From an optimization exercise on the open Yosys and OpenROAD flow, aimed at small area; shortcuts taken in it are not production practice.
Function was checked by simulation only, so behaviour that the tests miss may differ from the original.

Design nonuniform_top_v0, start of the top module:
module nonuniform_top_v0 #(
    parameter IMAGE_WIDE_LENGTH = 256    ,
    parameter IMAGE_HIGH_LENGTH = 192    ,
    parameter ADDRS_DW          = 21     ,
    parameter DW                = 16
) (
    input                               i_rst_n                 ,
    input                               i_clk                   ,
    input   [DW-1:0]                    i_data                  ,
    input                               i_hs                    ,
    input                               i_vs                    ,
    input   [3:0]                       i_clac_b_mean_num       ,
    input                               i_clac_b_en             ,
    input   [ADDRS_DW-1:0]              i_b_addrs               ,
    output                              o_clac_b_done           ,
    input   [3:0]                       i_data_sel              ,
    input   [ADDRS_DW-1:0]              i_k_addrs               ,
    input                               i_init_k_load           ,
    output                              o_bp_type               ,
    output  [DW-1:0]                    o_data                  ,
    output  [DW-1:0]                    o_calc_b_mean_data      ,
    output  [DW-1:0]                    o_center_y16_data       ,
    output  [DW-1:0]                    o_sub_aver_y16          ,
    output                              o_hs                    ,
    output                              o_vs                    ,
    output                              o_mem_wr_start          ,
    output   [ADDRS_DW-1:0]             o_mem_wr_addrs          ,
    output   [ADDRS_DW-1:0]             o_mem_wr_lengths        ,
    output   [DW-1:0]                   o_mem_wr_data           ,
    output                              o_mem_wr_data_vld       ,
    output                              o_mem_rd0_start         ,
    output   [ADDRS_DW-1:0]             o_mem_rd0_addrs         ,
    output   [ADDRS_DW-1:0]             o_mem_rd0_lengths       ,
    input    [DW-1:0]                   i_mem_rd0_data          ,
    output                              o_mem_rd0_data_req      ,
    output                              o_mem_rd1_start         ,
    output   [ADDRS_DW-1:0]             o_mem_rd1_addrs         ,
    output   [ADDRS_DW-1:0]             o_mem_rd1_lengths       ,
    input    [DW-1:0]                   i_mem_rd1_data          ,
    output                              o_mem_rd1_data_req
);
export LEC_CHECK = 0
export ABC_AREA = 1
export CAP_MARGIN = 20
export CORE_MARGIN = 2
export CORE_UTILIZATION = 60
export PLACE_DENSITY = 0.72
export SLEW_MARGIN = 20
export SYNTH_HIERARCHICAL = 1
export SYNTH_MINIMUM_KEEP_SIZE = 0
create_clock -name core_clock -period 10.0 [get_ports {i_clk}]
standard.sh (not shown) runs the stock make flow with config.mk's settings and CLKGATE_MAP_FILE= SYNTH_SCRIPT=/design/flow/synth_recipe.tcl, a recipe that flattens the netlist after the stock synthesis.
==> flow/flow/run.sh <==
#!/bin/bash
# Standard ORFS layout (the standard.sh), with the port buffers made from
# the smallest buffer cell and the clock tree built as below.
set -euo pipefail
export BUFFER_PORTS_ARGS="-buffer_cell sky130_fd_sc_hd__buf_1"
export SKIP_REPAIR_TIE_FANOUT=1
export CTS_ARGS="-sink_clustering_enable -repair_clock_nets -dont_use_dummy_load -buf_list {sky130_fd_sc_hd__clkbuf_4} -sink_clustering_size 10 -sink_clustering_max_diameter 40"
bash standard.sh > standard.log 2>&1
Rerun with:
--- a/flow/flow/run.sh
+++ b/flow/flow/run.sh
@@ -6,0 +7 @@
+export GPL_KEEP_OVERFLOW=0
--- a/flow/config.mk
+++ b/flow/config.mk
@@ -11,2 +11,2 @@
-export CORE_UTILIZATION = 60
-export PLACE_DENSITY = 0.72
+export CORE_UTILIZATION = 65
+export PLACE_DENSITY = 0.8
Wire length drops by a few percent.
Sequential share of layout area decreases by 0.15 points.
Final area rose slightly.
Area after synthesis is unchanged.
Synthesized cell count does not change.
Via count came out lower slightly.
Utilization increases by 5.9 points.
Fmax hardly moves.
Setup slack improves by 0.021 ns.

========
## v9
Starting RTL as in the previous note.
## nonuniform_top_v0
module nonuniform_top_v0 #(
    parameter IMAGE_WIDE_LENGTH = 256    ,
    parameter IMAGE_HIGH_LENGTH = 192    ,
    parameter ADDRS_DW          = 21     ,
    parameter DW                = 16
) (
    input                               i_rst_n                 ,
    input                               i_clk                   ,
    input   [DW-1:0]                    i_data                  ,
    input                               i_hs                    ,
    input                               i_vs                    ,
    input   [3:0]                       i_clac_b_mean_num       ,
    input                               i_clac_b_en             ,
    input   [ADDRS_DW-1:0]              i_b_addrs               ,
    output                              o_clac_b_done           ,
    input   [3:0]                       i_data_sel              ,
    input   [ADDRS_DW-1:0]              i_k_addrs               ,
    input                               i_init_k_load           ,
    output                              o_bp_type               ,
    output  [DW-1:0]                    o_data                  ,
    output  [DW-1:0]                    o_calc_b_mean_data      ,
    output  [DW-1:0]                    o_center_y16_data       ,
    output  [DW-1:0]                    o_sub_aver_y16          ,
    output                              o_hs                    ,
    output                              o_vs                    ,
    output                              o_mem_wr_start          ,
    output   [ADDRS_DW-1:0]             o_mem_wr_addrs          ,
    output   [ADDRS_DW-1:0]             o_mem_wr_lengths        ,
    output   [DW-1:0]                   o_mem_wr_data           ,
    output                              o_mem_wr_data_vld       ,
    output                              o_mem_rd0_start         ,
    output   [ADDRS_DW-1:0]             o_mem_rd0_addrs         ,
    output   [ADDRS_DW-1:0]             o_mem_rd0_lengths       ,
    input    [DW-1:0]                   i_mem_rd0_data          ,
    output                              o_mem_rd0_data_req      ,
    output                              o_mem_rd1_start         ,
    output   [ADDRS_DW-1:0]             o_mem_rd1_addrs         ,
    output   [ADDRS_DW-1:0]             o_mem_rd1_lengths       ,
    input    [DW-1:0]                   i_mem_rd1_data          ,
    output                              o_mem_rd1_data_req
);
==> flow/config.mk <==
export PLATFORM = sky130hd
export DESIGN_NAME = nonuniform_top_v0
export DESIGN_NICKNAME = nonuniform_top_v0
export VERILOG_FILES = /design/flow/design.v
export SDC_FILE = /design/flow/constraint.sdc
export NUM_CORES = 4
export LEC_CHECK = 0
export ABC_AREA = 1
export CAP_MARGIN = 20
export CORE_MARGIN = 2
export CORE_UTILIZATION = 65
export PLACE_DENSITY = 0.88
export SLEW_MARGIN = 20
export SYNTH_HIERARCHICAL = 1
export SYNTH_MINIMUM_KEEP_SIZE = 0
==> flow/constraint.sdc <==
create_clock -name core_clock -period 10.0 [get_ports {i_clk}]
set_input_delay 2.0000 -clock core_clock [delete_from_list [all_inputs] [get_ports {i_clk}]]
set_output_delay 2.0000 -clock core_clock [all_outputs]
set_load 0.01 [all_outputs]
==> flow/flow/run.sh <==
#!/bin/bash
# Standard ORFS layout (the standard.sh), with the port buffers made from
# the smallest buffer cell and the clock tree built as below.
set -euo pipefail
export BUFFER_PORTS_ARGS="-buffer_cell sky130_fd_sc_hd__buf_1"
export SKIP_REPAIR_TIE_FANOUT=1
export CTS_ARGS="-sink_clustering_enable -repair_clock_nets -dont_use_dummy_load -buf_list {sky130_fd_sc_hd__clkbuf_4} -sink_clustering_size 10 -sink_clustering_max_diameter 40"
bash standard.sh > standard.log 2>&1
Input-level comparison between v15 and v9:
# v9
export LEC_CHECK = 0
export ABC_AREA = 1
export CAP_MARGIN = 20
export CORE_MARGIN = 2
export CORE_UTILIZATION = 65
export PLACE_DENSITY = 0.88
export SLEW_MARGIN = 20
export SYNTH_HIERARCHICAL = 1
export SYNTH_MINIMUM_KEEP_SIZE = 0
create_clock -name core_clock -period 10.0 [get_ports {i_clk}]
# v15
export LEC_CHECK = 0
export ABC_AREA = 1
export CAP_MARGIN = 20
export CORE_MARGIN = 2
export CORE_UTILIZATION = 65
export PLACE_DENSITY = 0.8
export SLEW_MARGIN = 20
export SYNTH_HIERARCHICAL = 1
export SYNTH_MINIMUM_KEEP_SIZE = 0
create_clock -name core_clock -period 10.0 [get_ports {i_clk}]
diff --git a/flow/flow/run.sh b/flow/flow/run.sh
--- a/flow/flow/run.sh
+++ b/flow/flow/run.sh
@@ -7 +7 @@
-export CTS_ARGS="-sink_clustering_enable -repair_clock_nets -dont_use_dummy_load -buf_list {sky130_fd_sc_hd__clkbuf_4} -sink_clustering_size 10 -sink_clustering_max_diameter 40"
+export CTS_ARGS="-sink_clustering_enable -repair_clock_nets -dont_use_dummy_load -buf_list {sky130_fd_sc_hd__clkbuf_2 sky130_fd_sc_hd__clkbuf_4} -sink_clustering_size 10 -sink_clustering_max_diameter 40"
Notes after the runs:
v9 → v15: multi-input combinational area share ~0 delta. Every stage of the flow completed for v15, and the final layout passed the timing, DRC and antenna checks. Detailed-route wire length for v15: 1400 um down relative to v9. Compared with v9, first-pass GRT wire length in v15 decreased by a few percent.

========
## run A
Another version of the RTL of nonuniform_top_v0 (not shown whole).
For scale: roughly 2100 cells after synthesis, ~320 I/O pins.
export LEC_CHECK = 0
export CAP_MARGIN = 20
export CORE_MARGIN = 2
export CORE_UTILIZATION = 65
export PLACE_DENSITY = 0.8
export SLEW_MARGIN = 20
export SYNTH_HIERARCHICAL = 1
export SYNTH_MINIMUM_KEEP_SIZE = 0
create_clock -name core_clock -period 10.0 [get_ports {i_clk}]
run.sh (not shown) runs the stock make flow with config.mk's settings and CLKGATE_MAP_FILE= SYNTH_SCRIPT=/design/flow/synth_recipe.tcl, a recipe that flattens the netlist after the stock synthesis.
Stock flow here: none of the scripts above is used.
Per the final summary, run A finished and its layout is clean on timing, DRC and antenna.
Inputs modified between run A and run B:
Settings: CAP_MARGIN now 0, was 20; SLEW_MARGIN now 0, was 20; CORE_UTILIZATION now 40, was 65; PLACE_DENSITY now 0.6, was 0.8; GPL_TIMING_DRIVEN now 0, previously not set.
[summary]
In summary, run A completed successfully, with a layout that passed the timing, DRC and antenna checks. Run B: PASS, flow complete, no timing, DRC or antenna violations. Relative to run A, the final cell area reported for run B is higher. When the final numbers for run B and run A were put side by side, the non-clock buffer count turned out to be smaller in run A. Delta(number of cells on the critical path, run B - run A) > 0. Routed wire in run B totals more than in run A. Summary of run B over run A: pin count of the biggest net entering global routing lower, pin slew with the least headroom to its limit higher. Run B vs. run A: critical path data required time increased by 2.46 ns relative to the old numbers. Compared with run A, run B shows post-cts repair resize count higher by 92.
Modified inputs, run C compared to run B
Settings: SLEW_MARGIN changed from 0 to 20; GPL_TIMING_DRIVEN removed (was 0); CAP_MARGIN changed from 0 to 20.
--- outcome ---
- Run C finished all stages; the layout is clean.
- Run C reports a lower critical path depth than run B does.
- Antenna diode count for run C is higher than for run B.
- Critical path endpoint = pipe[0][3]$_DFF_P_: run B; critical path endpoint = pipe[0][11]$_DFF_P_: run C
- Reported for run C and run B, number of nets with antenna violations after routing turned out identical to the last digit.

-- separate check: timing with driven ports --
In the flow no input, the clock included, has a driving cell. The finished layouts below were timed again as built, in two steps. Step 1: set_driving_cell puts a clkbuf_16 on i_clk and a buf_2 on each other input, an assumption about the parent block. Step 2, shift: input delay + t, output delay - t, t = (earliest + latest rising clock arrival at the registers) / 2. This alone moves slack from input paths to output paths. Three values: ideal ports, drivers, drivers and shift; two values: the first two.
run	shift t [ns]	setup WS [ns]	worst hold slack (ns)	worst slew at a driven data input, ns	cell pins on the clock port's net
the first run of note 1	0.727	0.209 / 0.177 / -0.499	0.275 / 0.275 / 0.275	0.13	1
the second run of note 1	0.668	0.230 / 0.187 / -0.405	0.292 / 0.292 / 0.292	0.13	1
v9	0.689	0.249 / 0.229 / -0.423	0.275 / 0.275 / 0.275	0.12	1
v15	0.668	0.192 / 0.174 / -0.459	0.284 / 0.284 / 0.284	0.13	1
run A	0.584	0.204 / 0.151 / -0.314	0.313 / 0.313 / 0.313	0.24	1
run B	0.583	0.128 / 0.150 / -0.433	0.320 / 0.320 / 0.320	0.06	1
run C	0.581	0.229 / 0.204 / -0.344	0.323 / 0.323 / 0.323	0.15	1
With both steps, setup timing fails in every run listed, where it was met with ideal ports. For the first run of note 1, which loses most, drivers alone change the setup slack by -0.032 ns; drivers and shift together by -0.708 ns.
